What follows belongs to an exercise in optimizing a design on an open flow for small area; a production flow would make more cautious choices. The RTL was checked by simulation tests, not by an equivalence proof against the original design. The clock port is modelled as an ideal driver; clocking choices that lean on that would not hold on a real chip.

## flow/design.v (module list and top-level ports; edited modules follow where they fit)
// module rca: 17 lines
// module cordic_pipe: 68 lines
// module csa_add: 29 lines
// module cic1: 28 lines
// module cic2: 49 lines
// module nco_step: 954 lines
// module ddc_frontend: 68 lines
module ddc_frontend(
  input clock,                   
  input reset,                   
  input [31:0] frequency,        
  input signed [11:0] adc_data,  
  output out_strobe,             
  output signed [17:0] out_i,
  output signed [17:0] out_q
  );
  // ...
==> flow/flow/run.sh <==
#!/bin/bash
# Standard layout, with one netlist step between synthesis and floorplan: inverters
# around full adders are removed by flipping adders (a full adder commutes with
# complementing all its pins) and xor/xnor gates; registers are untouched.
set -euo pipefail
R=orfs/results/${FLOW_PLATFORM:-sky130hd}/ddc_frontend/base
bash standard.sh synth > synth.log 2>&1
cp "$R/1_2_yosys.v" "$R/1_2_yosys.std.v"
if python3 flow/invopt.py "$R/1_2_yosys.std.v" invopt.v > invopt.log 2>&1 &&
   python3 flow/simeq.py "$R/1_2_yosys.std.v" invopt.v > simeq.log 2>&1 &&
   grep -q ", 0 differ" simeq.log; then
  cp invopt.v "$R/1_2_yosys.v"
  echo "netlist step applied" >> invopt.log
else
  echo "netlist step skipped" >> invopt.log
fi
rm -f "$R/1_synth.odb" "$R/1_synth.sdc"
# ports buffered with the smallest buffer; the clock tree built as the standard flow
# builds it from config.mk's settings, without dummy loads
export BUFFER_PORTS_ARGS="-buffer_cell sky130_fd_sc_hd__buf_1"
export CTS_ARGS="-sink_clustering_enable -repair_clock_nets -sink_clustering_size 16 -sink_clustering_max_diameter 60 -buf_list sky130_fd_sc_hd__clkbuf_8 -dont_use_dummy_load"
bash standard.sh > layout.log 2>&1
==> flow/flow/invopt.py <==
#!/usr/bin/env python3
"""Removes inverters around sky130 full adders in a Yosys netlist.

A full adder commutes with complementing all its pins: FA(~a,~b,~c) = (~cout, ~sum).
Each inverter chain is collapsed to a base signal and a polarity; each full adder may be
flipped (fed the complements of its inputs, giving the complements of its outputs); a local
search picks the flips that need the fewest inverters; the netlist is written back with one
inverter per base signal and polarity that some pin needs and its driver does not give.
Usage: invopt.py IN.v OUT.v"""
import re, sys, collections

src = re.sub(r"\(\*.*?\*\)", "", open(sys.argv[1]).read())
INV = "sky130_fd_sc_hd__inv_1"
FA = "sky130_fd_sc_hd__fa_1"
OUTPINS = {"X", "Y", "Q", "Q_N", "SUM", "COUT", "HI", "LO"}

# split the module body into statements
m = re.search(r"module\s+(\S+)\s*\((.*?)\);(.*)endmodule", src, re.S)
top, ports, body = m.group(1), m.group(2), m.group(3)
stmts = [s.strip() for s in re.split(r";\s*\n", body) if s.strip()]
decls, cells, assigns = [], [], []
cell_re = re.compile(r"^(sky130_fd_sc_hd__\w+)\s+(\S+)\s*\((.*)\)$", re.S)
pin_re = re.compile(r"\.(\w+)\((.*?)\)\s*(?:,|$)", re.S)
for s in stmts:
    if s.startswith(("wire", "input", "output", "reg")):
        decls.append(s)
    elif s.startswith("assign"):
        assigns.append(s)
    else:
        mm = cell_re.match(s)
        if not mm:
            raise SystemExit("cannot parse: " + s[:200])
        pins = [(p, n.strip()) for p, n in pin_re.findall(mm.group(3))]
        cells.append([mm.group(1), mm.group(2), pins])

def norm(n):
    return re.sub(r"\s+", "", n)

# inverter collapse: net -> (base, pol)
inv_of = {}
for typ, name, pins in cells:
    if typ == INV:
        d = dict(pins)
        inv_of[norm(d["Y"])] = norm(d["A"])
def base(n):
    p = 0
    n = norm(n)
    while n in inv_of:
        n = inv_of[n]; p ^= 1
    return n, p

XORS = {"sky130_fd_sc_hd__xor2_1": "sky130_fd_sc_hd__xnor2_1", "sky130_fd_sc_hd__xnor2_1": "sky130_fd_sc_hd__xor2_1",
        "sky130_fd_sc_hd__xor2_2": "sky130_fd_sc_hd__xnor2_2", "sky130_fd_sc_hd__xnor2_2": "sky130_fd_sc_hd__xor2_2"}
fas = [c for c in cells if c[0] == FA or c[0] in XORS]
others = [c for c in cells if c[0] not in (FA, INV) and c[0] not in XORS]
OUTP = {"SUM", "COUT", "X", "Y"}
INP = {"A", "B", "CIN"}
# producers: base net -> fa index (if driven by a FA output)
prod = {}
for i, (typ, name, pins) in enumerate(fas):
    for p, n in pins:
        if p in OUTP:
            prod[norm(n)] = i
# consumers: list of (base, pol, fa index or None)
cons = collections.defaultdict(list)   # base -> list of (pol, fa or None)
isx = [c[0] in XORS for c in fas]
HA = "sky130_fd_sc_hd__ha_1"
has = [c for c in cells if c[0] == HA]
ha_sum, ha_cout = {}, {}
for j, (typ, name, pins) in enumerate(has):
    d = dict(pins)
    ha_sum[norm(d["SUM"])] = j
    ha_cout[norm(d["COUT"])] = j
hsplit = [0] * len(has)
for i, (typ, name, pins) in enumerate(fas):
    for p, n in pins:
        if p in INP:
            b, pol = base(n)
            cons[b].append((pol, -1 if isx[i] else i))
for typ, name, pins in others:
    for p, n in pins:
        if p not in OUTPINS:
            if n.startswith("1'") or n == "":
                continue
            b, pol = base(n)
            cons[b].append((pol, None))
# nets used by assigns / ports: need their own polarity as they are
outs_needed = set()
for a in assigns:
    mm = re.match(r"assign\s+(.*?)\s*=\s*(.*)$", a, re.S)
    for side in (mm.group(2),):
        b, pol = base(side)
        cons[b].append((pol, None))
portnames = set()
for d in decls:
    if d.startswith("output"):
        nm = d.split()[-1]
        portnames.add(nm)
for pn in portnames:
    b, pol = base(pn)
    if b != norm(pn) or pol:
        cons[b].append((pol, None))

flip = [0] * len(fas)
fa_inputs = collections.defaultdict(list)
for b, lst in cons.items():
    for pol, i in lst:
        if i is not None and i >= 0:
            fa_inputs[i].append(b)
fa_outputs = collections.defaultdict(list)
for b, i in prod.items():
    fa_outputs[i].append(b)

def cost_of(b):
    q = flip[prod[b]] if b in prod else 0
    if b in ha_cout:
        q = hsplit[ha_cout[b]]
    need = set()
    for pol, i in cons.get(b, []):
        if i == -1:
            continue
        need.add(pol ^ (flip[i] if i is not None else 0))
    if b in ha_sum and hsplit[ha_sum[b]]:
        return 1 if len(need) == 2 else 0
    return 1 if (1 - q) in need else 0

def local(i):
    bs = set(fa_inputs[i]) | set(fa_outputs[i])
    return sum(cost_of(b) for b in bs)

total0 = sum(cost_of(b) for b in set(cons) | set(prod))
improved = True
passes = 0
while improved and passes < 50:
    improved = False; passes += 1
    for i in range(len(fas)):
        before = local(i)
        flip[i] ^= 1
        after = local(i)
        if after < before:
            improved = True
        else:
            flip[i] ^= 1
import random, math
random.seed(1)
allb = list(set(cons) | set(prod))
cur = sum(cost_of(b) for b in allb)
best = cur; bestflip = flip[:]
T = 2.0
N = len(fas)
for it in range(400000):
    i = random.randrange(N)
    before = local(i)
    flip[i] ^= 1
    d = local(i) - before
    if d <= 0 or random.random() < math.exp(-d / T):
        cur += d
        if cur < best:
            best = cur; bestflip = flip[:]
    else:
        flip[i] ^= 1
    T = max(0.05, 2.0 * (1 - it / 350000.0))
flip[:] = bestflip
improved = True
while improved:
    improved = False
    for i in range(len(fas)):
        before = local(i)
        flip[i] ^= 1
        if local(i) < before:
            improved = True
        else:
            flip[i] ^= 1
for rnd in range(3):
    for j, (typ, name, pins) in enumerate(has):
        d = dict(pins)
        bs = [norm(d["SUM"]), norm(d["COUT"])]
        before = sum(cost_of(b) for b in bs)
        hsplit[j] ^= 1
        if sum(cost_of(b) for b in bs) < before:
            continue
        hsplit[j] ^= 1
    improved = True
    while improved:
        improved = False
        for i in range(len(fas)):
            before = local(i)
            flip[i] ^= 1
            if local(i) < before:
                improved = True
            else:
                flip[i] ^= 1
total1 = sum(cost_of(b) for b in set(cons) | set(prod))
ninv = sum(1 for c in cells if c[0] == INV)
sys.stderr.write("inverters: %d in netlist, %d needed before, %d after, %d full adders flipped, %d half adders split\n"
                 % (ninv, total0, total1, sum(flip), sum(hsplit)))

# rebuild: for each base b, net for polarity q (native) is b itself when not flipped;
# a flipped FA drives a fresh net carrying ~b, and b (the original name) becomes an
# inverter output if positive polarity is needed.
fresh = [0]
def newnet(hint):
    fresh[0] += 1
    return "_invopt_%d_" % fresh[0]
def need_of(b):
    need = set()
    for pol, i in cons.get(b, []):
        if i == -1:
            continue
        need.add(pol ^ (flip[i] if i is not None else 0))
    return need
native = {}          # base -> (net, pol)
for b in set(cons) | set(prod) | set(ha_sum) | set(ha_cout):
    if b in prod and flip[prod[b]]:
        native[b] = (newnet(b), 1)
    elif b in ha_cout and hsplit[ha_cout[b]]:
        native[b] = (newnet(b), 1)
    elif b in ha_sum and hsplit[ha_sum[b]] and need_of(b) == {1}:
        native[b] = (newnet(b), 1)
    else:
        native[b] = (b, 0)
other_net = {}       # base -> net of the other polarity
new_invs = []
def net_for(b, pol):
    n, q = native[b]
    if pol == q:
        return n
    if b not in other_net:
        if q == 1:
            o = b                      # original name carries the positive value
        else:
            o = newnet(b)
        other_net[b] = o
        new_invs.append((n, o))
    return other_net[b]
# rewrite pins
out_cells = []
for typ, name, pins in cells:
    if typ == INV:
        continue
    np_ = []
    if typ == FA:
        i = fas.index([typ, name, pins]) if False else None
    for p, n in pins:
        np_.append([p, n])
    out_cells.append([typ, name, np_])
fa_index = {id(c): k for k, c in enumerate(fas)}
fa_by_name = {c[1]: k for k, c in enumerate(fas)}
for c in out_cells:
    typ, name, pins = c
    if typ == FA:
        k = fa_by_name[name]
        for pp in pins:
            p, n = pp
            if p in ("A", "B", "CIN"):
                b, pol = base(n)
                pp[1] = net_for(b, pol ^ flip[k])
            else:
                b = norm(n)
                pp[1] = native[b][0]
    elif typ in XORS:
        k = fa_by_name[name]
        t = flip[k]
        for pp in pins:
            p, n = pp
            if p in INP:
                b, pol = base(n)
                nn, q = native[b]
                if q != pol:
                    t ^= 1
                pp[1] = nn
            else:
                pp[1] = native[norm(n)][0]
        if t:
            c[0] = XORS[typ]
            for pp in pins:
                if pp[0] in ("X", "Y"):
                    pp[0] = "Y" if "xnor" in c[0] else "X"
    else:
        for pp in pins:
            p, n = pp
            if p not in OUTPINS and not n.startswith("1'") and n != "":
                b, pol = base(n)
                pp[1] = net_for(b, pol)
            elif typ == HA and p in ("SUM", "COUT"):
                pp[1] = native[norm(n)][0]
new_assigns = []
for a in assigns:
    mm = re.match(r"assign\s+(.*?)\s*=\s*(.*)$", a, re.S)
    b, pol = base(mm.group(2))
    new_assigns.append("assign %s = %s" % (mm.group(1), net_for(b, pol)))
# ports driven through inverters in the original: make sure the port net exists with its value
for pn in portnames:
    b, pol = base(pn)
    if b != norm(pn) or pol:
        n = net_for(b, pol)
        if n != norm(pn):
            new_assigns.append("assign %s = %s" % (pn, n))
# drop declarations of nets that no longer exist? keep all; add new ones
newdecls = ["wire %s" % n for n in sorted(set([native[b][0] for b in native if native[b][1]] + list(other_net.values()))) if n.startswith("_invopt_")]
o = ["module %s(%s);" % (top, ports)]
for d in decls + newdecls:
    o.append("  " + d + ";")
k = 0
for a, y in new_invs:
    k += 1
    o.append("  %s _invopt_inv_%d_ (.A(%s), .Y(%s));" % (INV, k, a, y))
split_cells = []
for c in out_cells:
    typ, name, pins = c
    if typ == HA:
        d = dict((p, n) for p, n in pins)
        j = ha_cout.get(norm(dict(has[[h[1] for h in has].index(name)][2])["COUT"]))
        if hsplit[j]:
            sb = norm(dict(has[j][2])["SUM"])
            xt = "sky130_fd_sc_hd__xnor2_1" if native[sb][1] else "sky130_fd_sc_hd__xor2_1"
            xp = "Y" if "xnor" in xt else "X"
            split_cells.append((xt, "_invopt_hx_%d_" % j, [("A", d["A"]), ("B", d["B"]), (xp, d["SUM"])]))
            split_cells.append(("sky130_fd_sc_hd__nand2_1", "_invopt_hn_%d_" % j, [("A", d["A"]), ("B", d["B"]), ("Y", d["COUT"])]))
            c[0] = None
out_cells = [c for c in out_cells if c[0] is not None] + split_cells
for typ, name, pins in out_cells:
    o.append("  %s %s (%s);" % (typ, name, ", ".join(".%s(%s)" % (p, n) for p, n in pins)))
for a in new_assigns:
    o.append("  " + a + ";")
o.append("endmodule")
text = "\n".join(o) + "\n"
text = re.sub(r"(\\[^\s,;()]+)", r"\1 ", text)
open(sys.argv[2], "w").write(text)
sys.stderr.write("wrote %d inverters\n" % len(new_invs))
if len(sys.argv) > 3:
    cat = collections.Counter()
    for b in set(cons) | set(prod):
        if cost_of(b):
            drv = ("FA" if not isx[prod[b]] else "X") if b in prod else "other"
            kinds = collections.Counter()
            for pol, i in cons.get(b, []):
                if i is None: kinds["other"] += 1
                elif i >= 0: kinds["FA"] += 1
            cat[(drv, tuple(sorted(kinds)))] += 1
    for k, v in cat.most_common(): sys.stderr.write("%d %s\n" % (v, k))
==> flow/flow/simeq.py <==
#!/usr/bin/env python3
"""Random-vector combinational equivalence of two sky130 netlists with the same flops/ports:
flop outputs and inputs are free variables, flop D/DE pins and outputs are compared."""
import re, sys, random, collections
LIB = "/OpenROAD-flow-scripts/flow/platforms/sky130hd/lib/sky130_fd_sc_hd__tt_025C_1v80.lib"
lib = open(LIB).read()
funcs = {}
for blk in re.split(r"\n\s*cell\s*\(", lib)[1:]:
    name = re.match(r'\s*"?(\w+)"?', blk).group(1)
    f = {}
    for pm in re.finditer(r'pin\s*\(\s*"?(\w+)"?\s*\)\s*\{(.*?)\n\s{8}\}', blk, re.S):
        fm = re.search(r'function\s*:\s*"([^"]*)"', pm.group(2))
        dm = re.search(r'direction\s*:\s*"?(\w+)', pm.group(2))
        if fm and dm and dm.group(1) == "output":
            f[pm.group(1)] = fm.group(1)
    funcs[name] = f
def pyexpr(e):
    e = e.replace("!", "~").replace("*", "&").replace("+", "|").replace("^", "^")
    e = re.sub(r"\b([A-Z][A-Z0-9_]*)\b", r"v['\1']", e)
    return e
def load(fn):
    src = re.sub(r"\(\*.*?\*\)", "", open(fn).read())
    body = re.search(r"module\s+\S+\s*\(.*?\);(.*)endmodule", src, re.S).group(1)
    cells, assigns = [], []
    for s in re.split(r";\s*\n", body):
        s = s.strip()
        if not s or s.startswith(("wire", "input", "output", "reg")):
            continue
        if s.startswith("assign"):
            m = re.match(r"assign\s+(.*?)\s*=\s*(.*)$", s, re.S)
            assigns.append((re.sub(r"\s+", "", m.group(1)), re.sub(r"\s+", "", m.group(2))))
            continue
        m = re.match(r"^(sky130_fd_sc_hd__\w+)\s+(\S+)\s*\((.*)\)$", s, re.S)
        pins = {p: re.sub(r"\s+", "", n) for p, n in re.findall(r"\.(\w+)\((.*?)\)\s*(?:,|$)", m.group(3), re.S)}
        cells.append((m.group(1), m.group(2), pins))
    return cells, assigns
SEQ = ("df", "edf", "sdf", "dlx", "dlclkp", "sdlclkp")
def is_seq(t):
    t = t.replace("sky130_fd_sc_hd__", "")
    return t.startswith(SEQ)
def evaluate(cells, assigns, free, W):
    val = dict(free)
    val["1'b0"] = 0; val["1'b1"] = (1 << W) - 1
    drv = {}
    for c in cells:
        if is_seq(c[0]):
            continue
        for p, n in c[2].items():
            if p in funcs[c[0]]:
                drv[n] = (c, p)
    for a, b in assigns:
        drv[a] = ("assign", b)
    mask = (1 << W) - 1
    sys.setrecursionlimit(100000)
    def get(n):
        if n in val:
            return val[n]
        if n not in drv:
            raise KeyError(n)
        c, p = drv[n]
        if c == "assign":
            r = get(p)
        else:
            v = {q: get(m) for q, m in c[2].items() if q not in funcs[c[0]]}
            r = eval(pyexpr(funcs[c[0]][p])) & mask
        val[n] = r
        return r
    return get
def main():
    A = load(sys.argv[1]); B = load(sys.argv[2])
    W = 256
    random.seed(5)
    # free: all flop Q outputs and primary inputs (any net not driven in A)
    drivenA = set()
    for c in A[0]:
        if not is_seq(c[0]):
            for p, n in c[2].items():
                if p in funcs[c[0]]:
                    drivenA.add(n)
    for a, b in A[1]:
        drivenA.add(a)
    free = {}
    checks = []
    for c in A[0]:
        if is_seq(c[0]):
            for p, n in c[2].items():
                if p in ("Q", "Q_N"):
                    free[n] = random.getrandbits(W)
                elif p != "CLK":
                    checks.append(n)
    allnets = set()
    for c in A[0]:
        for p, n in c[2].items():
            allnets.add(n)
    for n in allnets:
        if n not in drivenA and n not in free and not n.startswith("1'"):
            free[n] = random.getrandbits(W)
    outs = [a for a, b in A[1]]
    for c in A[0]:
        pass
    ga = evaluate(A[0], A[1], free, W); gb = evaluate(B[0], B[1], free, W)
    # outputs: port nets = nets named like out_* plus flop inputs
    ports = re.findall(r"output\s+(?:\[\d+:\d+\]\s*)?(\w+)", open(sys.argv[1]).read())
    for n in list(allnets):
        if any(n == p or n.startswith(p + "[") for p in ports):
            checks.append(n)
    bad = 0
    seqB = {c[1]: c for c in B[0] if is_seq(c[0])}
    pairs = []
    for c in A[0]:
        if is_seq(c[0]):
            cb = seqB[c[1]]
            assert cb[0] == c[0]
            for p, n in c[2].items():
                if p not in ("Q", "Q_N", "CLK"):
                    pairs.append((n, cb[2][p]))
    for n in allnets:
        if any(n == p or n.startswith(p + "[") for p in ports):
            pairs.append((n, n))
    for a, b in A[1]:
        pairs.append((a, a))
    for na, nb in pairs:
        if na.startswith("1'") and nb == na:
            continue
        if ga(na) != gb(nb):
            bad += 1
            if bad < 5: print("DIFF", na, nb)
    print("checked", len(pairs), "pins,", bad, "differ")
main()
==> flow/standard.sh <==
#!/bin/bash
# synth_recipe.tcl (not shown) runs the flow's synth.tcl, then flattens the netlist and writes it again
# the make line also repeats each setting of config.mk as NAME=value (left out here)
make -C /OpenROAD-flow-scripts/flow DESIGN_CONFIG=/design/flow/config.mk WORK_HOME=/design/flow/orfs CLKGATE_MAP_FILE= SYNTH_SCRIPT=/design/flow/synth_recipe.tcl "${@:-finish}"
==> flow/config.mk <==
export PLATFORM = sky130hd
export DESIGN_NAME = ddc_frontend
export DESIGN_NICKNAME = ddc_frontend
export VERILOG_FILES = /design/flow/design.v
export SDC_FILE = /design/flow/constraint.sdc
export NUM_CORES = 4
export LEC_CHECK = 0
export CAP_MARGIN = 20
export CORE_MARGIN = 2
export CORE_UTILIZATION = 40
export CTS_BUF_LIST = sky130_fd_sc_hd__clkbuf_8
export CTS_CLUSTER_DIAMETER = 60
export CTS_CLUSTER_SIZE = 16
export SLEW_MARGIN = 20
==> flow/constraint.sdc <==
create_clock -name core_clock -period 16.0 [get_ports {clock}]
set_input_delay 3.2000 -clock core_clock [delete_from_list [all_inputs] [get_ports {clock}]]
set_output_delay 3.2000 -clock core_clock [all_outputs]
set_load 0.01 [all_outputs]
==> qor.json, run 1 <==
{
  "worst_ep_required_time": {"value": 16.64, "unit": "ns"},
  "top_layer_used": {"value": "met4"},
  "min_to": {"value": "cic2_iq.ir[61]"},
  "post-cts-setup-buffer-count": {"value": 0},
  "largestRegisters": {"value": "cic2_iq.ir x350, cic2_iq.cr x280, cic2_iq.orr x180"},
  "status": {"value": "no timing/DRC/antenna violations"},
  "cpMostUsedCell": {"value": "fa_1"},
  "mappedNetlistArea": {"value": 68200, "unit": "µm²"},
  "n_fill_cell": {"value": 15300},
  "finalNonFillerCells": {"value": 6987},
  "vias_per_cell": {"value": 4.51},
  "worstReg2RegEnd": {"value": "rx_cordic.stages[6].r.xr[17]"},
  "setup_viol": {"value": 0},
  "area_growth_syn_to_layout": {"value": 7.37, "unit": "%"},
  "place_worst_setup_slack": {"value": 0.564, "unit": "ns"},
  "die_outline_area": {"value": 174000, "unit": "µm²"},
  "endpoint": {"value": "rx_cordic.stages[6].r.xr[17]"},
  "worstRegToRegCells": {"value": 35},
  "fp.dieH": {"value": 417, "unit": "µm"},
  "seq_area": {"value": 31100, "unit": "µm²"},
  "vias_in_the_first_global_route": {"value": 35600},
  "non_clock_buffer_count": {"value": 150},
  "worst_hold_start": {"value": "cic2_iq.ir[96]"},
  "min-delay-path-class": {"value": "register to register"},
  "n_tap_cell": {"value": 2218},
  "regMostFlops": {"value": "cic2_iq.ir"},
  "multi_input_cells": {"value": 2762},
  "critPathKind": {"value": "register to register"},
  "cts_tree": {"value": "yes"},
  "top_area_cell_class": {"value": "multi-input combinational cells"},
  "unrepaired_setup_endpoints_after_global_routing": {"value": "false"},
  "worst_path_dominant_cell_family": {"value": "adder cells"},
  "worst_pin_slew": {"value": 1.01, "unit": "ns"},
  "hpwl": {"value": 88.3, "unit": "mm"},
  "port_buffers": {"value": 82},
  "inverters": {"value": 276},
  "timing.critical_path.slowest_stage_cell": {"value": "xor2_1"},
  "regToRegSetupSlack": {"value": 0.71, "unit": "ns"},
  "grt_antenna_before_repair": {"value": 2},
  "setup_tns": {"value": 0, "unit": "ns"},
  "firstDrtPassIters": {"value": 5}
}
==> run 2: changes to the inputs <==
--- a/flow/flow/run.sh
+++ b/flow/flow/run.sh
@@ -18,5 +18,5 @@
 # ports buffered with the smallest buffer; the clock tree built as the standard flow
 # builds it from config.mk's settings, without dummy loads
 export BUFFER_PORTS_ARGS="-buffer_cell sky130_fd_sc_hd__buf_1"
-export CTS_ARGS="-sink_clustering_enable -repair_clock_nets -sink_clustering_size 16 -sink_clustering_max_diameter 60 -buf_list sky130_fd_sc_hd__clkbuf_8 -dont_use_dummy_load"
+export CTS_ARGS="-sink_clustering_enable -repair_clock_nets -sink_clustering_size 30 -sink_clustering_max_diameter 80 -buf_list sky130_fd_sc_hd__clkbuf_16 -dont_use_dummy_load"
 bash standard.sh > layout.log 2>&1
==> run 2 against run 1 <==
Still clean on timing, DRC and antenna. Non-clock buffer count is the same. Cell area increased by 0.27%. Die area did not move. Flip-flop and latch count unchanged.
==> qor.json, run 2 <==
{
  "grt_antenna_before_repair": {"value": 1, "change": "was 2"},
  "layout-drive-gt1-share": {"value": 0.0468, "change": "was 0.0558"},
  "critical_path_peak_fanout": {"value": 24, "change": "unchanged"},
  "status": {"value": "no timing/DRC/antenna violations", "change": "unchanged"},
  "post-cts-setup-buffer-count": {"value": 0, "change": "unchanged"},
  "place_worst_setup_slack": {"value": 0.674, "unit": "ns", "change": "was 0.564 ns"},
  "post-route-min-period": {"value": 15.18, "unit": "ns", "change": "was 15.29 ns"},
  "htree_levels": {"value": 3, "change": "unchanged"},
  "number_of_remaining_drc_errors": {"value": 0, "change": "unchanged"},
  "worstSetupStartpointType": {"value": "register", "change": "unchanged"},
  "timing.max_cap.violations": {"value": 0, "change": "unchanged"},
  "drtAntennaViolNets": {"value": 0, "change": "unchanged"},
  "vias_in_the_first_global_route": {"value": 35000, "change": "was 35600"},
  "initial_core_util": {"value": 0.403, "change": "unchanged"},
  "die_outline_area": {"value": 174000, "unit": "µm²", "change": "unchanged"},
  "cp.arrival": {"value": 15.70, "unit": "ns", "change": "was 15.93 ns"},
  "cts_tree": {"value": "yes", "change": "unchanged"},
  "layout.cells.most_common": {"value": "dfxtp_1", "change": "unchanged"},
  "post-route-period-util": {"value": 0.949, "change": "was 0.956"},
  "cpPeakStageDelay": {"value": 0.81, "unit": "ns", "change": "was 0.82 ns"},
  "cpMostUsedCell": {"value": "fa_1", "change": "unchanged"},
  "drt-initial-drc-count": {"value": 1389, "change": "was 1189"},
  "maximum_clock_frequency": {"value": 65.9, "unit": "MHz", "change": "was 65.4 MHz"},
  "placement_rows": {"value": 151, "change": "unchanged"},
  "gpl.final_weighted_congestion": {"value": 0.842, "change": "was 0.835"},
  "ios": {"value": 83, "change": "unchanged"},
  "mappedNetlistArea": {"value": 68200, "unit": "µm²", "change": "unchanged"},
  "final_cell_mix": {"value": "dfxtp_1 (1280), fa_1 (1149), inv_1 (274), xnor2_1 (252), xor2_1 (224)", "change": "unchanged"},
  "largestRegisters": {"value": "cic2_iq.ir x350, cic2_iq.cr x280, cic2_iq.orr x180", "change": "unchanged"},
  "port_buffers": {"value": 82, "change": "unchanged"},
  "grt_start_max_net_pins": {"value": 60, "change": "was 58"},
  "timing.clock.skew": {"value": 0.0802, "unit": "ns", "change": "was 0.115 ns"},
  "vias_per_cell": {"value": 4.49, "change": "was 4.51"},
  "core": {"value": 169000, "unit": "µm²", "change": "unchanged"},
  "clk_pin_slew": {"value": 0.11, "unit": "ns", "change": "was 0.10 ns"},
  "fp.dieH": {"value": 417, "unit": "µm", "change": "unchanged"},
  "ys.warnings.count": {"value": 4, "change": "unchanged"},
  "grt_pass1_wl": {"value": 188, "unit": "mm", "change": "was 190 mm"},
  "synth_area_per_cell": {"value": 14.8, "unit": "µm²", "change": "unchanged"},
  "regMostFlops": {"value": "cic2_iq.ir", "change": "unchanged"},
  "timing.critical_path.slowest_stage_cell": {"value": "xor2_1", "change": "unchanged"},
  "mappedNetlistNets": {"value": 6007, "change": "unchanged"},
  "synthCells": {"value": 4598, "change": "unchanged"},
  "largest_reg_flops": {"value": 350, "change": "unchanged"},
  "final_max_slew_viol_count": {"value": 0, "change": "unchanged"},
  "firstDrtPassIters": {"value": 5, "change": "unchanged"},
  "area_growth_syn_to_layout": {"value": 7.66, "unit": "%", "change": "was 7.37%"},
  "cts-buffers-inserted": {"value": 71, "change": "was 115"},
  "hold_buffers": {"value": 0, "change": "unchanged"},
  "setup_viol": {"value": 0, "change": "unchanged"},
  "detailroute.via_count": {"value": 31100, "change": "was 31500"},
  "routedWlPerCell": {"value": 16.0, "unit": "µm", "change": "about the same"},
  "worst_ep_required_time": {"value": 16.52, "unit": "ns", "change": "was 16.64 ns"},
  "clock_sinks": {"value": 1463, "change": "unchanged"},
  "postRouteWirelength": {"value": 111, "unit": "mm", "change": "was 112 mm"},
  "clock_tree.buffer_depth": {"value": 3, "change": "unchanged"},
  "setup_slack": {"value": 0.819, "unit": "ns", "change": "was 0.707 ns"},
  "critPathKind": {"value": "register to register", "change": "unchanged"},
  "worst_pin_slew": {"value": 1.05, "unit": "ns", "change": "was 1.01 ns"},
  "post_cts_resized": {"value": 0, "change": "unchanged"},
  "hpwl": {"value": 88.1, "unit": "mm", "change": "was 88.3 mm"},
  "min-delay-path-class": {"value": "register to register", "change": "unchanged"},
  "grt.total_usage": {"value": 0.136, "change": "was 0.137"},
  "worst_slew_margin": {"value": 0.302, "change": "was 0.328"},
  "unrepaired_setup_endpoints_after_global_routing": {"value": "false", "change": "unchanged"},
  "n_fill_cell": {"value": 15300, "change": "about the same"},
  "crit_path_end_kind": {"value": "register", "change": "unchanged"},
  "setup_tns": {"value": 0, "unit": "ns", "change": "unchanged"},
  "overflow": {"value": 0, "change": "unchanged"},
  "insertion_delay": {"value": 0.71, "unit": "ns", "change": "was 0.86 ns"},
  "cell_chosen_for_the_clock_root": {"value": "clkbuf_16", "change": "was clkbuf_8"},
  "timing.final.hold_violations": {"value": 0, "change": "unchanged"},
  "die_width": {"value": 417, "unit": "µm", "change": "unchanged"},
  "nNetsFinal": {"value": 6133, "change": "was 6177"}
}
[run 2: cell count changes in the layout (fill, tap and decap cells not counted)]
cell	change
xor2_4	+1
and3_2	-1
clkbuf_8	-115
and3_1	+1
diode_2	-2
xor2_2	-1
clkbuf_16	+71
[run 2: metal layers]
metal,wire length (µm),part of all wire,vias to the layer above,GRT usage
li1,-,-,14800,-
met1,52400,0.47,16000,0.191
met4,1960,0.018,0,0.0268
met5,0,0,-,0
met3,3790,0.034,106,0.0235
met2,53100,0.48,283,0.222
[run 2: final timing paths]
kind | end | startpoint | slack [ns] | cells after the start
setup / recovery | rx_cordic.stages[6].r.xr[17] | rx_cordic.stages[3].r.zr[11] | 0.82 | 35
hold / removal | cic2_iq.ir[238] | cic2_iq.ir[273] | 0.30 | 0
setup reg to reg | rx_cordic.stages[6].r.xr[17] | rx_cordic.stages[3].r.zr[11] | 0.82 | 35
hold reg to reg | cic2_iq.ir[238] | cic2_iq.ir[273] | 0.30 | 0
[run 2: worst max-delay path: cells and delay by family (launching register included)]
kind | cells | cell delay, ns
XOR/XNOR | 4 | 1.32
buffers and inverters | 1 | 0.41
flip-flops | 1 | 0.48
adder cells (fa/ha/maj) | 30 | 12.88
[run 2: cell type report]
cell class | instances | area (µm²) | area share
diodes | 1 | 2.50 | 0.0000341
clock buffers | 71 | 1780 | 0.0242
inverters | 276 | 1040 | 0.0142
multi-input cells | 2762 | 35800 | 0.489
flip-flops and latches | 1463 | 31100 | 0.424
well taps | 2218 | 2780 | 0.0378
repair buffers | 150 | 823 | 0.0112
[run 2: stage by stage]
step / hold WS [ns] / util / cells / area, µm²
2_1_floorplan: 0.310 / - / 4598 / 68200
3_3_place_gp: 0.310 / 0.423 / 6868 / 71600
3_5_place_dp: 0.312 / 0.423 / 6868 / 71600
4_1_cts: 0.288 / 0.433 / 6939 / 73300
5_1_grt: 0.301 / 0.433 / 6941 / 73400
6_report: 0.296 / 0.433 / 6941 / 73400
==> run 3: changes to the inputs <==
--- a/flow/flow/run.sh
+++ b/flow/flow/run.sh
@@ -18,5 +18,5 @@
 # ports buffered with the smallest buffer; the clock tree built as the standard flow
 # builds it from config.mk's settings, without dummy loads
 export BUFFER_PORTS_ARGS="-buffer_cell sky130_fd_sc_hd__buf_1"
-export CTS_ARGS="-sink_clustering_enable -repair_clock_nets -sink_clustering_size 30 -sink_clustering_max_diameter 80 -buf_list sky130_fd_sc_hd__clkbuf_16 -dont_use_dummy_load"
+export CTS_ARGS='-sink_clustering_enable -repair_clock_nets -sink_clustering_size 24 -sink_clustering_max_diameter 60 -buf_list {sky130_fd_sc_hd__clkbuf_8 sky130_fd_sc_hd__clkbuf_16} -dont_use_dummy_load'
 bash standard.sh > layout.log 2>&1
==> run 3 against run 2 <==
Global-route usage is 0.099 points higher. Cell count rose by 0.36%. First-iteration DRC count up 8.4%. Largest cell class unchanged.
==> qor.json, run 3 <==
{
  "grt_pass1_wl": {"value": 189, "unit": "mm", "change": "was 188 mm"},
  "postRouteWirelength": {"value": 113, "unit": "mm", "change": "was 111 mm"},
  "timing.max_cap.violations": {"value": 0, "change": "unchanged"},
  "final_core_util": {"value": 0.437, "change": "was 0.433"},
  "final_max_slew_viol_count": {"value": 0, "change": "unchanged"},
  "cpPeakStageDelay": {"value": 0.78, "unit": "ns", "change": "was 0.81 ns"},
  "htree_levels": {"value": 3, "change": "unchanged"},
  "setup_viol": {"value": 0, "change": "unchanged"},
  "mappedNetlistArea": {"value": 68200, "unit": "µm²", "change": "unchanged"},
  "unrepaired_setup_endpoints_after_global_routing": {"value": "false", "change": "unchanged"},
  "synth_area_per_cell": {"value": 14.8, "unit": "µm²", "change": "unchanged"},
  "clock_tree.buffer_depth": {"value": 3, "change": "unchanged"},
  "layout-drive-gt1-share": {"value": 0.0520, "change": "was 0.0468"},
  "ios": {"value": 83, "change": "unchanged"},
  "seq_area": {"value": 31100, "unit": "µm²", "change": "unchanged"},
  "drt-initial-drc-count": {"value": 1506, "change": "was 1389"},
  "vias_in_the_first_global_route": {"value": 35400, "change": "was 35000"},
  "multiInputGateArea": {"value": 35800, "unit": "µm²", "change": "about the same"},
  "setup_tns": {"value": 0, "unit": "ns", "change": "unchanged"},
  "clk_pin_slew": {"value": 0.08, "unit": "ns", "change": "was 0.11 ns"},
  "final_cell_mix": {"value": "dfxtp_1 (1280), fa_1 (1149), inv_1 (274), xnor2_1 (252), xor2_1 (223)", "change": "was dfxtp_1 (1280), fa_1 (1149), inv_1 (274), xnor2_1 (252), xor2_1 (224)"},
  "critical_path_peak_fanout": {"value": 24, "change": "unchanged"},
  "ys.warnings.count": {"value": 4, "change": "unchanged"},
  "port_buffers": {"value": 82, "change": "unchanged"},
  "maximum_clock_frequency": {"value": 65.7, "unit": "MHz", "change": "was 65.9 MHz"},
  "number_of_remaining_drc_errors": {"value": 0, "change": "unchanged"},
  "n_fill_cell": {"value": 15200, "change": "was 15300"},
  "regMostFlops": {"value": "cic2_iq.ir", "change": "unchanged"},
  "fp.dieH": {"value": 417, "unit": "µm", "change": "unchanged"},
  "layout.cells.most_common": {"value": "dfxtp_1", "change": "unchanged"},
  "drtAntennaViolNets": {"value": 0, "change": "unchanged"},
  "overflow": {"value": 0, "change": "unchanged"},
  "initial_core_util": {"value": 0.403, "change": "unchanged"},
  "cts_tree": {"value": "yes", "change": "unchanged"},
  "post-route-period-util": {"value": 0.952, "change": "was 0.949"},
  "timing.final.hold_violations": {"value": 0, "change": "unchanged"},
  "placement_rows": {"value": 151, "change": "unchanged"},
  "area_growth_syn_to_layout": {"value": 8.55, "unit": "%", "change": "was 7.66%"},
  "cts-buffers-inserted": {"value": 95, "change": "was 71"},
  "hold_buffers": {"value": 0, "change": "unchanged"},
  "timing.clock.skew": {"value": 0.115, "unit": "ns", "change": "was 0.0802 ns"},
  "post-route-min-period": {"value": 15.22, "unit": "ns", "change": "was 15.18 ns"},
  "die_width": {"value": 417, "unit": "µm", "change": "unchanged"},
  "detailroute.via_count": {"value": 31500, "change": "was 31100"},
  "grt_antenna_before_repair": {"value": 1, "change": "unchanged"},
  "cell_chosen_for_the_clock_root": {"value": "clkbuf_16", "change": "unchanged"},
  "worst_pin_slew": {"value": 1.04, "unit": "ns", "change": "was 1.05 ns"},
  "grt.total_usage": {"value": 0.137, "change": "was 0.136"},
  "largestRegisters": {"value": "cic2_iq.ir x350, cic2_iq.cr x280, cic2_iq.orr x180", "change": "unchanged"},
  "worst_slew_margin": {"value": 0.305, "change": "was 0.302"},
  "die_outline_area": {"value": 174000, "unit": "µm²", "change": "unchanged"},
  "gpl.final_weighted_congestion": {"value": 0.836, "change": "was 0.842"},
  "min-delay-path-class": {"value": "register to register", "change": "unchanged"},
  "post-cts-setup-buffer-count": {"value": 0, "change": "unchanged"},
  "vias_per_cell": {"value": 4.52, "change": "was 4.49"},
  "hpwl": {"value": 88.8, "unit": "mm", "change": "was 88.1 mm"},
  "worst_ep_required_time": {"value": 16.51, "unit": "ns", "change": "was 16.52 ns"},
  "worstSetupStartpointType": {"value": "register", "change": "unchanged"},
  "mappedNetlistNets": {"value": 6007, "change": "unchanged"},
  "critPathKind": {"value": "register to register", "change": "unchanged"},
  "largest_reg_flops": {"value": 350, "change": "unchanged"},
  "firstDrtPassIters": {"value": 5, "change": "unchanged"},
  "cp.arrival": {"value": 15.73, "unit": "ns", "change": "was 15.70 ns"},
  "insertion_delay": {"value": 0.75, "unit": "ns", "change": "was 0.71 ns"},
  "routedWlPerCell": {"value": 16.2, "unit": "µm", "change": "was 16.0 µm"},
  "status": {"value": "no timing/DRC/antenna violations", "change": "unchanged"},
  "timing.critical_path.slowest_stage_cell": {"value": "xor2_1", "change": "unchanged"},
  "cpMostUsedCell": {"value": "fa_1", "change": "unchanged"},
  "crit_path_end_kind": {"value": "register", "change": "unchanged"},
  "synthCells": {"value": 4598, "change": "unchanged"},
  "nNetsFinal": {"value": 6158, "change": "was 6133"},
  "clock_sinks": {"value": 1463, "change": "unchanged"},
  "core": {"value": 169000, "unit": "µm²", "change": "unchanged"},
  "grt_start_max_net_pins": {"value": 54, "change": "was 60"}
}
[run 3: cell count changes in the layout (fill, tap and decap cells not counted), sizes merged]
| cell | previous run | this run |
|---|---|---|
| buf | 149 | 150 |
| clkbuf | 72 | 96 |
[run 3: per-layer routing]
| metal | GRT usage | wire length [µm] | vias up |
|---|---|---|---|
| li1 | - | - | 14800 |
| met1 | 0.189 | 52200 | 16200 |
| met2 | 0.227 | 54000 | 391 |
| met3 | 0.0228 | 4140 | 133 |
| met4 | 0.0302 | 2250 | 0 |
| met5 | 0 | 0 | - |
[run 3: worst paths after layout]
kind / from / end / slack, ns / cells after the start
hold reg to reg: cic2_iq.orr[139] / cic2_iq.orr[121] / 0.29 / 0
setup / recovery: rx_cordic.stages[3].r.zr[11] / rx_cordic.stages[6].r.xr[17] / 0.78 / 35
hold / removal: cic2_iq.orr[139] / cic2_iq.orr[121] / 0.29 / 0
setup reg to reg: rx_cordic.stages[3].r.zr[11] / rx_cordic.stages[6].r.xr[17] / 0.78 / 35
[run 3: worst max-delay path: cells and delay by family (launching register included)]
kind / cells / cell delay [ns]
adders and majority gates: 30 / 12.89
buffers and inverters: 1 / 0.41
DFF: 1 / 0.49
xor gates and xnor gates: 4 / 1.28
[run 3: cell type report]
cell class	instances	share of cell area
multi-input combinational	2762	0.484
sequential	1463	0.421
tap	2218	0.0375
clock buffer	95	0.0321
inverter	276	0.0141
timing repair buffer	151	0.0113
antenna	1	0.0000338
[run 3: metrics by stage]
step                      setup slack [ns]  cells  cell area [µm²]  hold slack, ns
after floorplan                      0.417   4598            68200           0.310
after global placement               0.828   6868            71600           0.310
after detailed placement             0.642   6868            71600           0.312
after CTS                            0.632   6963            73900           0.289
after global routing                0.0421   6966            74000           0.296
final                                0.775   6966            74000           0.291
[run 3: timing repair]
item                                    in CTS  in global routing
endpoints found under the hold margin        0                  0
gates resized for setup                      0                  1
endpoints found under the setup margin       0                  1
==> run 4: changes to the inputs <==
--- a/flow/flow/run.sh
+++ b/flow/flow/run.sh
@@ -18,5 +18,7 @@
 # ports buffered with the smallest buffer; the clock tree built as the standard flow
 # builds it from config.mk's settings, without dummy loads
 export BUFFER_PORTS_ARGS="-buffer_cell sky130_fd_sc_hd__buf_1"
-export CTS_ARGS='-sink_clustering_enable -repair_clock_nets -sink_clustering_size 24 -sink_clustering_max_diameter 60 -buf_list {sky130_fd_sc_hd__clkbuf_8 sky130_fd_sc_hd__clkbuf_16} -dont_use_dummy_load'
+export CTS_ARGS="-sink_clustering_enable -repair_clock_nets -sink_clustering_size 16 -sink_clustering_max_diameter 60 -buf_list sky130_fd_sc_hd__clkbuf_8 -dont_use_dummy_load"
+# cells on paths with slack downsized after clock tree synthesis
+export POST_CTS_TCL="$(pwd)/flow/post_cts.tcl"
 bash standard.sh > layout.log 2>&1
==> flow/flow/post_cts.tcl (new file) <==
# After clock tree synthesis: downsize cells on paths that keep a slack margin, then
# legalize the placement again.
log_cmd estimate_parasitics -placement
log_cmd repair_timing -recover_power 100 -slack_margin 0.8
log_cmd detailed_placement
log_cmd check_placement -verbose
log_cmd estimate_parasitics -placement
report_worst_slack
==> run 4 against run 3 <==
Still clean on timing, DRC and antenna. First-iteration DRC count down 10%. Critical path depth unchanged. Area after synthesis unchanged. Maximum frequency up 0.37%. Register-to-register slack better by 0.06 ns. Global-route usage up 0.19 points. Setup slack better by 0.056 ns. Routed wire length up 0.98%. Cell count up 0.53%. Highest routed layer unchanged.
==> qor.json, run 4 <==
{
  "fp.dieH": {"value": 417, "unit": "µm", "change": "unchanged"},
  "area_growth_syn_to_layout": {"value": 7.67, "unit": "%", "change": "was 8.55%"},
  "seq_area": {"value": 31100, "unit": "µm²", "change": "about the same"},
  "crit_path_end_kind": {"value": "register", "change": "unchanged"},
  "critical_path.n_buffers_inverters": {"value": 1, "change": "unchanged"},
  "post_dp_cell_area": {"value": 71600, "unit": "µm²", "change": "about the same"},
  "overflow": {"value": 0, "change": "unchanged"},
  "final_cell_area": {"value": 73400, "unit": "µm²", "change": "was 74000 µm²"},
  "initial_core_util": {"value": 0.403, "change": "unchanged"},
  "vias_in_the_first_global_route": {"value": 36000, "change": "was 35400"},
  "hold_slack": {"value": 0.250, "unit": "ns", "change": "was 0.291 ns"},
  "regMostFlops": {"value": "cic2_iq.ir", "change": "unchanged"},
  "routed-wl-met3": {"value": 4.40, "unit": "mm", "change": "was 4.14 mm"},
  "cpMostUsedCell": {"value": "fa_1", "change": "unchanged"},
  "drt-initial-drc-count": {"value": 1354, "change": "was 1506"},
  "synthCells": {"value": 4598, "change": "unchanged"},
  "worstRegToRegCells": {"value": 35, "change": "unchanged"},
  "clk_pin_slew": {"value": 0.09, "unit": "ns", "change": "was 0.08 ns"},
  "timing.final.hold_violations": {"value": 0, "change": "unchanged"},
  "multiInputGateArea": {"value": 35800, "unit": "µm²", "change": "about the same"},
  "postRouteWirelength": {"value": 114, "unit": "mm", "change": "was 113 mm"},
  "setup_viol": {"value": 0, "change": "unchanged"},
  "firstDrtPassIters": {"value": 4, "change": "was 5"},
  "layout.cells.most_common": {"value": "dfxtp_1", "change": "unchanged"},
  "grt_pass1_wl": {"value": 192, "unit": "mm", "change": "was 189 mm"},
  "nNetsFinal": {"value": 6195, "change": "was 6158"},
  "top_layer_used": {"value": "met4", "change": "unchanged"},
  "maximum_clock_frequency": {"value": 65.9, "unit": "MHz", "change": "was 65.7 MHz"},
  "final_cell_mix": {"value": "dfxtp_1 (1281), fa_1 (1149), inv_1 (274), xnor2_1 (253), xor2_1 (222)", "change": "was dfxtp_1 (1280), fa_1 (1149), inv_1 (274), xnor2_1 (252), xor2_1 (223)"},
  "min-delay-path-class": {"value": "register to register", "change": "unchanged"},
  "hpwl": {"value": 89.9, "unit": "mm", "change": "was 88.8 mm"},
  "worst_ep_required_time": {"value": 16.64, "unit": "ns", "change": "was 16.51 ns"},
  "clock_sinks": {"value": 1463, "change": "unchanged"},
  "unrepaired_setup_endpoints_after_global_routing": {"value": "false", "change": "unchanged"},
  "drtAntennaViolNets": {"value": 0, "change": "unchanged"},
  "worst_pin_slew": {"value": 1.04, "unit": "ns", "change": "about the same"},
  "status": {"value": "no timing/DRC/antenna violations", "change": "unchanged"},
  "timing.clock.skew": {"value": 0.127, "unit": "ns", "change": "was 0.115 ns"},
  "ios": {"value": 83, "change": "unchanged"},
  "grt.total_usage": {"value": 0.139, "change": "was 0.137"},
  "critical_path_peak_fanout": {"value": 31, "change": "was 24"},
  "number_of_remaining_drc_errors": {"value": 0, "change": "unchanged"},
  "synth_area_per_cell": {"value": 14.8, "unit": "µm²", "change": "unchanged"},
  "port_buffers": {"value": 82, "change": "unchanged"},
  "worst_path_dominant_cell_family": {"value": "adder cells", "change": "unchanged"},
  "vias_per_cell": {"value": 4.54, "change": "was 4.52"},
  "gpl.final_weighted_congestion": {"value": 0.848, "change": "was 0.836"},
  "die_outline_area": {"value": 174000, "unit": "µm²", "change": "unchanged"},
  "detailroute.via_count": {"value": 31800, "change": "was 31500"},
  "largest_reg_flops": {"value": 350, "change": "unchanged"},
  "routedWlPerCell": {"value": 16.2, "unit": "µm", "change": "about the same"},
  "n_fill_cell": {"value": 15300, "change": "was 15200"},
  "post-route-period-util": {"value": 0.948, "change": "was 0.952"},
  "routedLengthMet1": {"value": 53.0, "unit": "mm", "change": "was 52.2 mm"},
  "timing.critical_path.slowest_stage_cell": {"value": "xor2_1", "change": "unchanged"},
  "layout-drive-gt1-share": {"value": 0.0577, "change": "was 0.0520"},
  "hold_path_depth": {"value": 0, "change": "unchanged"},
  "die_width": {"value": 417, "unit": "µm", "change": "unchanged"},
  "cp.arrival": {"value": 15.81, "unit": "ns", "change": "was 15.73 ns"},
  "grt_start_max_net_pins": {"value": 54, "change": "unchanged"},
  "finalNonFillerCells": {"value": 7003, "change": "was 6966"},
  "worst_slew_margin": {"value": 0.305, "change": "about the same"},
  "insertion_delay": {"value": 0.88, "unit": "ns", "change": "was 0.75 ns"},
  "ys.warnings.count": {"value": 4, "change": "unchanged"},
  "largestRegisters": {"value": "cic2_iq.ir x350, cic2_iq.cr x280, cic2_iq.orr x180", "change": "unchanged"},
  "critPathKind": {"value": "register to register", "change": "unchanged"},
  "core": {"value": 169000, "unit": "µm²", "change": "unchanged"},
  "timing.max_cap.violations": {"value": 0, "change": "unchanged"},
  "final_max_slew_viol_count": {"value": 0, "change": "unchanged"},
  "placed_cells": {"value": 6872, "change": "was 6868"},
  "mappedNetlistNets": {"value": 6007, "change": "unchanged"},
  "critical_path_depth": {"value": 35, "change": "unchanged"},
  "cts_tree": {"value": "yes", "change": "unchanged"},
  "setup_tns": {"value": 0, "unit": "ns", "change": "unchanged"},
  "routed-wl-met2": {"value": 54.0, "unit": "mm", "change": "about the same"},
  "cpPeakStageDelay": {"value": 0.80, "unit": "ns", "change": "was 0.78 ns"},
  "worstSetupStartpointType": {"value": "register", "change": "unchanged"},
  "placement_rows": {"value": 151, "change": "unchanged"},
  "grt_antenna_before_repair": {"value": 1, "change": "unchanged"},
  "mappedNetlistArea": {"value": 68200, "unit": "µm²", "change": "unchanged"},
  "post-route-min-period": {"value": 15.17, "unit": "ns", "change": "was 15.22 ns"}
}
run 4: final cells by class:
type | instances | area share
antenna | 1 | 0.0000341
inverter | 276 | 0.0142
clock buffer | 111 | 0.0208
timing repair buffer | 172 | 0.0150
sequential | 1463 | 0.424
tap | 2218 | 0.0378
multi-input combinational | 2762 | 0.488
run 4: through the flow:
step                      setup WS [ns]   util
after floorplan                   0.417      -
after global placement            0.875  0.423
final                             0.831  0.433
after global routing             0.0422  0.433
after detailed placement          0.779  0.423
run 4: path summary, 6_finish.rpt:
path,start,to,slack [ns]
min,cic2_iq.ir[201],cic2_iq.ir[166],0.25
max,rx_cordic.stages[3].r.zr[11],rx_cordic.stages[6].r.xr[17],0.83
max reg2reg,rx_cordic.stages[3].r.zr[11],rx_cordic.stages[6].r.xr[17],0.83
min reg2reg,cic2_iq.ir[201],cic2_iq.ir[166],0.25
run 4: layer usage:
metal / GRT usage / vias up
li1: - / 14900
met1: 0.192 / 16400
met2: 0.226 / 366
met3: 0.0262 / 146
met4: 0.0335 / 0
met5: 0 / -
==> run 5: changes to the inputs <==
--- a/flow/flow/run.sh
+++ b/flow/flow/run.sh
@@ -19,6 +19,6 @@
 # builds it from config.mk's settings, without dummy loads
 export BUFFER_PORTS_ARGS="-buffer_cell sky130_fd_sc_hd__buf_1"
 export CTS_ARGS="-sink_clustering_enable -repair_clock_nets -sink_clustering_size 16 -sink_clustering_max_diameter 60 -buf_list sky130_fd_sc_hd__clkbuf_8 -dont_use_dummy_load"
-# cells on paths with slack downsized after clock tree synthesis
-export POST_CTS_TCL="$(pwd)/flow/post_cts.tcl"
+# synthesis buffers removed before the (not timing-driven) global placement
+export PRE_GLOBAL_PLACE_TCL="$(pwd)/flow/pre_gpl.tcl"
 bash standard.sh > layout.log 2>&1
==> flow/flow/pre_gpl.tcl (new file) <==
# Global placement runs without timing-driven buffering; remove the synthesis
# buffers first, as the timing-driven mode would (port buffers are added after).
log_cmd remove_buffers
--- a/flow/config.mk
+++ b/flow/config.mk
@@ -11,4 +11,5 @@
 export CTS_BUF_LIST = sky130_fd_sc_hd__clkbuf_8
 export CTS_CLUSTER_DIAMETER = 60
 export CTS_CLUSTER_SIZE = 16
+export GPL_TIMING_DRIVEN = 0
 export SLEW_MARGIN = 20
removed: flow/flow/post_cts.tcl
==> run 5 against run 4 <==
Synthesized cell count is the same. Critical path type unchanged. Hold slack better by 0.0098 ns. Critical endpoint unchanged. Flip-flop and latch count stayed put. Non-clock buffer count is 38 lower. First-iteration DRC count decreased by 10%.
==> qor.json, run 5 <==
{
  "status": {"value": "no timing/DRC/antenna violations", "change": "unchanged"},
  "area_growth_syn_to_layout": {"value": 8.05, "unit": "%", "change": "was 7.67%"},
  "ios": {"value": 83, "change": "unchanged"},
  "hold_buffers": {"value": 0},
  "post-route-period-util": {"value": 0.959, "change": "was 0.948"},
  "number_of_remaining_drc_errors": {"value": 0, "change": "unchanged"},
  "clk_pin_slew": {"value": 0.10, "unit": "ns", "change": "was 0.09 ns"},
  "gpl.final_weighted_congestion": {"value": 0.848, "change": "about the same"},
  "drt-initial-drc-count": {"value": 1217, "change": "was 1354"},
  "worst_slew_margin": {"value": 0.297, "change": "was 0.305"},
  "maximum_clock_frequency": {"value": 65.2, "unit": "MHz", "change": "was 65.9 MHz"},
  "overflow": {"value": 0, "change": "unchanged"},
  "postRouteWirelength": {"value": 109, "unit": "mm", "change": "was 114 mm"},
  "grt_start_max_net_pins": {"value": 98, "change": "was 54"},
  "ys.warnings.count": {"value": 4, "change": "unchanged"},
  "htree_levels": {"value": 3},
  "setup_slack": {"value": 0.657, "unit": "ns", "change": "was 0.831 ns"},
  "core": {"value": 169000, "unit": "µm²", "change": "unchanged"},
  "grt_pass1_wl": {"value": 186, "unit": "mm", "change": "was 192 mm"},
  "grt_antenna_before_repair": {"value": 2, "change": "was 1"},
  "place_worst_setup_slack": {"value": -0.991, "unit": "ns", "change": "was 0.779 ns"},
  "cts_tree": {"value": "yes", "change": "unchanged"},
  "setup_viol": {"value": 0, "change": "unchanged"},
  "critical_path_peak_fanout": {"value": 20, "change": "was 31"},
  "finalNonFillerCells": {"value": 6970, "change": "was 7003"},
  "port_buffers": {"value": 82, "change": "unchanged"},
  "placement_rows": {"value": 151, "change": "unchanged"},
  "clock_sinks": {"value": 1463, "change": "unchanged"},
  "insertion_delay": {"value": 0.89, "unit": "ns", "change": "was 0.88 ns"},
  "multiInputGateArea": {"value": 36000, "unit": "µm²", "change": "was 35800 µm²"},
  "hold_path_depth": {"value": 0, "change": "unchanged"},
  "post-route-min-period": {"value": 15.34, "unit": "ns", "change": "was 15.17 ns"},
  "drtAntennaViolNets": {"value": 0, "change": "unchanged"},
  "synthCells": {"value": 4598, "change": "unchanged"},
  "worst_ep_required_time": {"value": 16.66, "unit": "ns", "change": "was 16.64 ns"},
  "worstRegToRegCells": {"value": 37, "change": "was 35"},
  "largest_reg_flops": {"value": 350, "change": "unchanged"},
  "cell_chosen_for_the_clock_root": {"value": "clkbuf_8"},
  "grt.total_usage": {"value": 0.133, "change": "was 0.139"},
  "layout-drive-gt1-share": {"value": 0.0562, "change": "was 0.0577"},
  "routedWlPerCell": {"value": 15.7, "unit": "µm", "change": "was 16.2 µm"},
  "die_width": {"value": 417, "unit": "µm", "change": "unchanged"},
  "worst_pin_slew": {"value": 1.05, "unit": "ns", "change": "was 1.04 ns"},
  "mappedNetlistArea": {"value": 68200, "unit": "µm²", "change": "unchanged"},
  "final_cell_mix": {"value": "dfxtp_1 (1277), fa_1 (1147), inv_1 (273), xnor2_1 (248), xor2_1 (220)", "change": "was dfxtp_1 (1281), fa_1 (1149), inv_1 (274), xnor2_1 (253), xor2_1 (222)"},
  "hold_slack": {"value": 0.260, "unit": "ns", "change": "was 0.250 ns"},
  "clock_tree.buffer_depth": {"value": 3},
  "seq_area": {"value": 31100, "unit": "µm²", "change": "about the same"},
  "cpPeakStageDelay": {"value": 0.65, "unit": "ns", "change": "was 0.80 ns"},
  "nNetsFinal": {"value": 6160, "change": "was 6195"},
  "cts-buffers-inserted": {"value": 114},
  "synth_area_per_cell": {"value": 14.8, "unit": "µm²", "change": "unchanged"},
  "unrepaired_setup_endpoints_after_global_routing": {"value": "false", "change": "unchanged"},
  "min-delay-path-class": {"value": "register to register", "change": "unchanged"},
  "n_fill_cell": {"value": 15200, "change": "was 15300"},
  "critPathKind": {"value": "register to register", "change": "unchanged"},
  "fp.dieH": {"value": 417, "unit": "µm", "change": "unchanged"},
  "timing.max_cap.violations": {"value": 0, "change": "unchanged"},
  "mappedNetlistNets": {"value": 6007, "change": "unchanged"},
  "cp.arrival": {"value": 16.00, "unit": "ns", "change": "was 15.81 ns"},
  "timing.final.hold_violations": {"value": 0, "change": "unchanged"},
  "timing.critical_path.slowest_stage_cell": {"value": "fa_1", "change": "was xor2_1"},
  "cpMostUsedCell": {"value": "fa_1", "change": "unchanged"},
  "vias_per_cell": {"value": 4.48, "change": "was 4.54"},
  "final_cell_area": {"value": 73600, "unit": "µm²", "change": "was 73400 µm²"},
  "timing.clock.skew": {"value": 0.140, "unit": "ns", "change": "was 0.127 ns"},
  "layout.cells.most_common": {"value": "dfxtp_1", "change": "unchanged"},
  "worstSetupStartpointType": {"value": "register", "change": "unchanged"},
  "post_dp_cell_area": {"value": 72000, "unit": "µm²", "change": "was 71600 µm²"},
  "largestRegisters": {"value": "cic2_iq.ir x350, cic2_iq.cr x280, cic2_iq.orr x180", "change": "unchanged"},
  "initial_core_util": {"value": 0.403, "change": "unchanged"},
  "detailroute.via_count": {"value": 31300, "change": "was 31800"},
  "placed_cells": {"value": 6849, "change": "was 6872"},
  "final_max_slew_viol_count": {"value": 0, "change": "unchanged"},
  "firstDrtPassIters": {"value": 4, "change": "unchanged"},
  "regMostFlops": {"value": "cic2_iq.ir", "change": "unchanged"},
  "die_outline_area": {"value": 174000, "unit": "µm²", "change": "unchanged"},
  "crit_path_end_kind": {"value": "register", "change": "unchanged"},
  "vias_in_the_first_global_route": {"value": 35400, "change": "was 36000"},
  "hpwl": {"value": 87.0, "unit": "mm", "change": "was 89.9 mm"}
}
-- run 5: final timing paths --
| path | from | endpoint | slack [ns] |
|---|---|---|---|
| setup / recovery | rx_cordic.stages[3].r.zr[11] | rx_cordic.stages[6].r.xr[17] | 0.66 |
| hold / removal | cic2_iq.ir[165] | cic2_iq.ir[130] | 0.26 |
| setup reg to reg | rx_cordic.stages[3].r.zr[11] | rx_cordic.stages[6].r.xr[17] | 0.66 |
| hold reg to reg | cic2_iq.ir[165] | cic2_iq.ir[130] | 0.26 |
-- run 5: layout make-up --
type	count	area share
antenna	3	0.000102
multi-input combinational	2762	0.488
tap	2218	0.0377
timing repair buffer	134	0.0158
inverter	276	0.0142
sequential	1463	0.423
clock buffer	114	0.0213
-- run 5: through the flow --
step,utilization,TNS (ns)
after floorplan,-,0
after global placement,0.419,-663.18
after detailed placement,0.425,-4.59
after CTS,0.435,0
after global routing,0.435,0
final,0.435,0
-- run 5: per-layer routing --
metal	GRT usage	vias up	wire length [µm]
li1	-	14800	-
met1	0.183	15900	51000
met2	0.221	324	52300
met3	0.0220	166	3410
met4	0.0345	0	2580
met5	0	-	0
-- run 5: worst max-delay path, delay by kind of cell (launching register included) --
kind | cells | cell delay, ns
adders and majority gates | 32 | 14.00
DFF | 1 | 0.57
xor gates and xnor gates | 4 | 0.52
buffers and inverters | 1 | 0.21
-- run 5: repair_timing --
item                                    CTS  global route
pin swaps                                 0             1
endpoints found under the setup margin    8             8
buffers inserted                          0             4
gates resized for setup                   2             5

re-timing with driven ports:
How much do the figures lean on ideal ports? The routed layouts below were timed once more, with nothing changed but the port constraints.
Step 1, drivers: a clkbuf_16 drives clock and a buf_2 each remaining input, both assumed.
Step 2, shift: input delay + t, output delay - t, t = (earliest + latest rising clock arrival at the registers) / 2. This alone moves slack from input paths to output paths.
a / b / c = ideal / step 1 / step 2; a / b = the first two.
run	t, ns	slack for setup (ns)	hold WS [ns]
run 1	0.856	0.707 / 0.707 / 0.707	0.252 / 0.252 / 0.252
run 2	0.726	0.819 / 0.819 / 0.819	0.296 / 0.296 / 0.296
run 3	0.758	0.775 / 0.775 / 0.775	0.291 / 0.291 / 0.291
run 4	0.875	0.831 / 0.831 / 0.831	0.250 / 0.250 / 0.250
run 5	0.878	0.657 / 0.657 / 0.657	0.260 / 0.260 / 0.260
After both steps setup and hold are still met in every run listed.
